Background: an optimization exercise with open tools, aiming at small area. Do not read the settings as production practice. Only simulation tests tie the RTL to the original design; equivalence was not proved. No activity file was given, so power comes from the tool's default toggle rates.

## old
==> flow/design.v (excerpt) <==
module fast_detector(
    input clk,
    input en,
    input [7:0] row_cnt,
    input [8:0] col_cnt,
    input [7:0] f_6,
    input [7:0] f_5,
    input [7:0] f_4,
    input [7:0] f_3,
    input [7:0] f_2,
    input [7:0] f_1,
    input [7:0] f_0,
    output is_FAST
    );
For scale: roughly 810 cells after synthesis, about 76 I/O pins.
clock: 5.0 ns
lec_check: 0
cap_margin: 5
core_margin: 2
core_utilization: 40
slew_margin: 5
standard.sh (not shown) runs the stock make flow with config.mk's settings and CLKGATE_MAP_FILE= SYNTH_SCRIPT=/design/flow/synth_recipe.tcl, a recipe that flattens the netlist after the stock synthesis.
==> flow/flow/run.sh <==
#!/bin/bash
# Standard layout with these changes to how it is built:
#  - the netlist is our own Yosys synthesis of the RTL (-nofsm -noshare,
#    flattened), mapped for area with ABC; its registers get the names of the
#    standard synthesis's registers (paired by the RTL register bit on their Q
#    pin, same cell types).  If they do not pair up one to one, the standard
#    synthesis netlist is used, with only its combinational logic re-mapped.
#  - ports are buffered with the smallest buffer (buf_1) instead of the default pick
#  - clock tree: sink clusters sized for the flop clock-pin slew limit, no dummy loads
set -euo pipefail
here=$(pwd)
res=$here/orfs/results/$FLOW_PLATFORM/fast_detector/base
lib=$FLOW_HOME/platforms/$FLOW_PLATFORM/lib/sky130_fd_sc_hd__tt_025C_1v80.lib
yosys_bin=$FLOW_HOME/../tools/install/yosys/bin/yosys
[ -x "$yosys_bin" ] || yosys_bin=yosys

export BUFFER_PORTS_ARGS="-buffer_cell sky130_fd_sc_hd__buf_1"
export CTS_ARGS="-sink_clustering_enable -repair_clock_nets -dont_use_dummy_load -buf_list sky130_fd_sc_hd__clkbuf_8 -sink_clustering_size 20 -sink_clustering_max_diameter 60"

bash standard.sh synth > synth_flow.log 2>&1
cp "$res/1_2_yosys.v" "$here/standard_synth.v"

subst() {
  sed -e "s#LIBFILE#$lib#g" -e "s#INFILE#$here/standard_synth.v#" \
      -e "s#DESIGNFILE#$FLOW_DESIGN#" -e "s#ABCSCRIPT#$here/flow/abc_area.script#" \
      -e "s#OUTFILE#$2#" -e "s#TOPNAME#$FLOW_TOP#g" "$1"
}

# 2a. own synthesis from the RTL, registers renamed to the standard names
use=""
subst flow/ownsynth.ys "$here/own_synth.v" > ownsynth_run.ys
if "$yosys_bin" -s ownsynth_run.ys > ownsynth.log 2>&1 &&
   python3 flow/rename_regs.py "$here/standard_synth.v" "$here/own_synth.v" "$here/own_renamed.v" > rename.log 2>&1; then
  use="$here/own_renamed.v"
fi
# 2b. fallback: re-map only the combinational logic of the standard netlist
if [ -z "$use" ]; then
  subst flow/resynth.ys "$here/resynth.v" > resynth_run.ys
  "$yosys_bin" -s resynth_run.ys > resynth.log 2>&1
  use="$here/resynth.v"
fi
echo "netlist used: $use" > netlist_choice.log
cp "$use" "$res/1_2_yosys.v"
rm -f "$res/1_synth.odb" "$res/1_synth.sdc"
touch "$res/1_2_yosys.v"

# 3. the rest of the standard layout on that netlist
bash standard.sh finish > layout_flow.log 2>&1
Other scripts of this flow, unchanged in this note and not shown: flow/flow/abc_area.script, flow/flow/ownsynth.ys, flow/flow/rename_regs.py, flow/flow/resynth.ys
Relative to old, the following input files were edited for new:
Settings: CAP_MARGIN now 20, was 5; SLEW_MARGIN now 20, was 5.
--- a/flow/flow/run.sh
+++ b/flow/flow/run.sh
@@ -17,3 +17,3 @@
 export BUFFER_PORTS_ARGS="-buffer_cell sky130_fd_sc_hd__buf_1"
-export CTS_ARGS="-sink_clustering_enable -repair_clock_nets -dont_use_dummy_load -buf_list sky130_fd_sc_hd__clkbuf_8 -sink_clustering_size 20 -sink_clustering_max_diameter 60"
+export CTS_ARGS="-sink_clustering_enable -repair_clock_nets -dont_use_dummy_load -buf_list sky130_fd_sc_hd__clkbuf_8 -sink_clustering_size 16 -sink_clustering_max_diameter 60"
 
Results
new -> old: design area flat
Maximum frequency deteriorates in new relative to old.
In the flow results for new and old, the met2 routed wirelength is smaller on old.
Number of non-filler instances in the completed layout delta (new -> old): insignificant

amber:
Another version of the RTL of fast_detector (not shown whole).
Size in the first run: roughly 810 cells after synthesis, roughly 76 I/O pins, ~9300 um2 of cells after synthesis.
Settings: LEC_CHECK=0, CAP_MARGIN=5, CORE_MARGIN=2, CORE_UTILIZATION=40, SLEW_MARGIN=5; clock period 5.0 ns.
==> flow/flow/run.sh <==
#!/bin/bash
# Standard layout with these changes to how it is built:
#  - the netlist is our own Yosys synthesis of the RTL (-nofsm -noshare,
#    flattened), mapped for area with ABC; its registers get the names of the
#    standard synthesis's registers (paired by the RTL register bit on their Q
#    pin, same cell types).  If they do not pair up one to one, the standard
#    synthesis netlist is used, with only its combinational logic re-mapped.
#  - ports are buffered with the smallest buffer (buf_1) instead of the default pick
#  - clock tree: sink clusters sized for the flop clock-pin slew limit, no dummy loads
set -euo pipefail
here=$(pwd)
res=$here/orfs/results/$FLOW_PLATFORM/fast_detector/base
lib=$FLOW_HOME/platforms/$FLOW_PLATFORM/lib/sky130_fd_sc_hd__tt_025C_1v80.lib
yosys_bin=$FLOW_HOME/../tools/install/yosys/bin/yosys
[ -x "$yosys_bin" ] || yosys_bin=yosys

export BUFFER_PORTS_ARGS="-buffer_cell sky130_fd_sc_hd__buf_1"
export CTS_ARGS="-sink_clustering_enable -repair_clock_nets -dont_use_dummy_load -buf_list sky130_fd_sc_hd__clkbuf_8 -sink_clustering_size 20 -sink_clustering_max_diameter 60"

bash standard.sh synth > synth_flow.log 2>&1
cp "$res/1_2_yosys.v" "$here/standard_synth.v"

subst() {
  sed -e "s#LIBFILE#$lib#g" -e "s#INFILE#$here/standard_synth.v#" \
      -e "s#DESIGNFILE#$FLOW_DESIGN#" -e "s#ABCSCRIPT#$here/flow/abc_area.script#" \
      -e "s#OUTFILE#$2#" -e "s#TOPNAME#$FLOW_TOP#g" "$1"
}

# 2a. own synthesis from the RTL, registers renamed to the standard names
use=""
subst flow/ownsynth.ys "$here/own_synth.v" > ownsynth_run.ys
if "$yosys_bin" -s ownsynth_run.ys > ownsynth.log 2>&1 &&
   python3 flow/rename_regs.py "$here/standard_synth.v" "$here/own_synth.v" "$here/own_renamed.v" > rename.log 2>&1; then
  use="$here/own_renamed.v"
fi
# 2b. fallback: re-map only the combinational logic of the standard netlist
if [ -z "$use" ]; then
  subst flow/resynth.ys "$here/resynth.v" > resynth_run.ys
  "$yosys_bin" -s resynth_run.ys > resynth.log 2>&1
  use="$here/resynth.v"
fi
echo "netlist used: $use" > netlist_choice.log
cp "$use" "$res/1_2_yosys.v"
rm -f "$res/1_synth.odb" "$res/1_synth.sdc"
touch "$res/1_2_yosys.v"

# 3. the rest of the standard layout on that netlist
bash standard.sh finish > layout_flow.log 2>&1
Other scripts of this flow, unchanged in this note and not shown: flow/flow/abc_area.script, flow/flow/ownsynth.ys, flow/flow/rename_regs.py, flow/flow/resynth.ys
amber: no failed stages, no open violations at the end
The inputs of yarrow differ from those of amber as listed below.
Settings: swapping 40 for 76 in CORE_UTILIZATION.
diff --git a/flow/flow/run.sh b/flow/flow/run.sh
--- a/flow/flow/run.sh
+++ b/flow/flow/run.sh
@@ -17,3 +17,3 @@
 export BUFFER_PORTS_ARGS="-buffer_cell sky130_fd_sc_hd__buf_1"
-export CTS_ARGS="-sink_clustering_enable -repair_clock_nets -dont_use_dummy_load -buf_list sky130_fd_sc_hd__clkbuf_8 -sink_clustering_size 20 -sink_clustering_max_diameter 60"
+export CTS_ARGS="-sink_clustering_enable -repair_clock_nets -dont_use_dummy_load -buf_list sky130_fd_sc_hd__clkbuf_4 -sink_clustering_size 9 -sink_clustering_max_diameter 60"
 
Results
Period utilization ends up higher on yarrow.
yarrow against amber: initial cell density of the core rose by 37 points, met1 capacity usage during global routing rose by 20 points, hold slack fell by 19 ps, area overhead of the layout relative to synthesis fell by 3.4 points.
Maximum vdd drop: yarrow > amber
yarrow ended with more sequential share of layout area than amber.

try-sierra:
Another version of the RTL of fast_detector (not shown whole).
Size: ~230 flip-flops.
Design fast_detector, start of the top module:
module fast_detector(
    input clk,
    input en,
    input [7:0] row_cnt,
    input [8:0] col_cnt,
    input [7:0] f_6,
    input [7:0] f_5,
    input [7:0] f_4,
    input [7:0] f_3,
    input [7:0] f_2,
    input [7:0] f_1,
    input [7:0] f_0,
    output is_FAST
    );
export LEC_CHECK = 0
export CAP_MARGIN = 20
export CORE_MARGIN = 2
export CORE_UTILIZATION = 40
export SLEW_MARGIN = 20
create_clock -name core_clock -period 5.0 [get_ports {clk}]
==> flow/flow/run.sh <==
#!/bin/bash
# Standard layout, with two changes to how it is built:
#  - ports are buffered with the smallest buffer (buf_1) instead of the default pick
#  - cells on paths with slack are downsized after global routing
#  - clock tree: sink clusters sized for the flop clock-pin slew limit, no dummy loads
set -euo pipefail
export BUFFER_PORTS_ARGS="-buffer_cell sky130_fd_sc_hd__buf_1"
export CTS_ARGS="-sink_clustering_enable -repair_clock_nets -dont_use_dummy_load -buf_list sky130_fd_sc_hd__clkbuf_8 -sink_clustering_size 16 -sink_clustering_max_diameter 60"
export RECOVER_POWER=100
bash standard.sh finish > standard_flow.log 2>&1
try-sierra finished all stages; however, its layout fails the closing checks, the failures being max-capacitance violations, max-slew violations.
#### Input delta (try-maple over try-sierra)
==> flow/flow/run.sh <==
#!/bin/bash
# Standard layout, with two changes to how it is built:
#  - ports are buffered with the smallest buffer (buf_1) instead of the default pick
#  - clock tree: sink clusters sized for the flop clock-pin slew limit, no dummy loads
set -euo pipefail
export BUFFER_PORTS_ARGS="-buffer_cell sky130_fd_sc_hd__buf_1"
export CTS_ARGS="-sink_clustering_enable -repair_clock_nets -dont_use_dummy_load -buf_list sky130_fd_sc_hd__clkbuf_8 -sink_clustering_size 16 -sink_clustering_max_diameter 60"
bash standard.sh finish > standard_flow.log 2>&1
try-maple | status: complete | timing, DRC, antenna: pass
try-maple reports its worst-path cell with the longest stage delay as sky130_fd_sc_hd__dfrtp_1 while try-sierra reports sky130_fd_sc_hd__xnor2_1.
try-maple ends up with a register-to-register slack that is 0.08 ns higher than in try-sierra.
Synthesized net count: try-sierra vs try-maple identical
Proportion of synthesized area in mux cells: try-maple vs try-sierra — no meaningful difference
Edits applied to the flow inputs when going from try-maple to try-quartz:
diff --git a/flow/flow/run.sh b/flow/flow/run.sh
--- a/flow/flow/run.sh
+++ b/flow/flow/run.sh
@@ -6,3 +6,3 @@
 export BUFFER_PORTS_ARGS="-buffer_cell sky130_fd_sc_hd__buf_1"
-export CTS_ARGS="-sink_clustering_enable -repair_clock_nets -dont_use_dummy_load -buf_list sky130_fd_sc_hd__clkbuf_8 -sink_clustering_size 16 -sink_clustering_max_diameter 60"
+export CTS_ARGS="-sink_clustering_enable -repair_clock_nets -dont_use_dummy_load -buf_list sky130_fd_sc_hd__clkbuf_16 -sink_clustering_size 28 -sink_clustering_max_diameter 80"
 bash standard.sh finish > standard_flow.log 2>&1
--- outcome ---
- In summary, try-quartz completed successfully, with a layout that passed the timing, DRC and antenna checks.
- try-maple finished every step from synthesis to the final layout, and the layout passed the timing, DRC and antenna checks.
- NOTE power dissipated in the clock network try-maple->try-quartz increased by more than 10%
- Post-route core utilization: lower on try-maple
- Est. power | try-quartz vs try-maple | try-quartz higher
- From try-maple to try-quartz the numbers moved as follows: first-pass GRT wire length went down by about 0.8%; worst endpoint data arrival time went down by 0.04 ns; number of global-route vias before repair went down by 51; final sequential cell count was more or less identical; final cell count went down by 9.
- Relative to try-maple, the final cell area reported for try-quartz is higher.
- try-quartz vs. try-maple: area added between synthesis and finish went up by 0.41 points.
- Higher switching fraction of total power goes to try-maple over try-quartz.

==> re-timing with driven ports <==
The flow's constraints put no driver on any port. The routed layouts listed below were extracted and timed again, unchanged, in two steps.
Step 1 assumes that a clkbuf_16 drives the clock port and a buf_2 every other input.
Step 2, shift: input delay + t, output delay - t, t = (earliest + latest rising clock arrival at the registers) / 2. This alone moves slack from input paths to output paths.
Three values: no drivers, after step 1, after step 2; two values: the first two.
run	shift t [ns]	slack for setup (ns)	hold slack, ns	latest minus earliest clock arrival (ns)	worst slew at a driven data input, ns
old	0.554	0.259 / 0.259 / -0.011	0.302 / 0.302 / 0.302	0.066 / 0.066	0.04
new	0.554	0.231 / 0.231 / -0.019	0.299 / 0.299 / 0.299	0.077 / 0.077	0.04
amber	0.535	0.496 / 0.515 / -0.020	0.338 / 0.338 / 0.338	0.072 / 0.072	0.07
yarrow	0.678	0.275 / 0.275 / -0.269	0.318 / 0.318 / 0.318	0.058 / 0.058	0.06
try-sierra	0.577	0.423 / 0.423 / 0.303	0.298 / 0.298 / 0.298	0.072 / 0.072	0.05
try-maple	0.577	0.501 / 0.501 / 0.501	0.300 / 0.300 / 0.300	0.072 / 0.072	0.06
try-quartz	0.526	0.481 / 0.481 / 0.481	0.330 / 0.330 / 0.330	0.053 / 0.053	0.06
With both steps, setup timing fails in old, new, amber and yarrow, where it was met with ideal ports. For yarrow, which loses most, drivers alone change the setup slack by 0.000 ns; drivers and shift together by -0.544 ns.
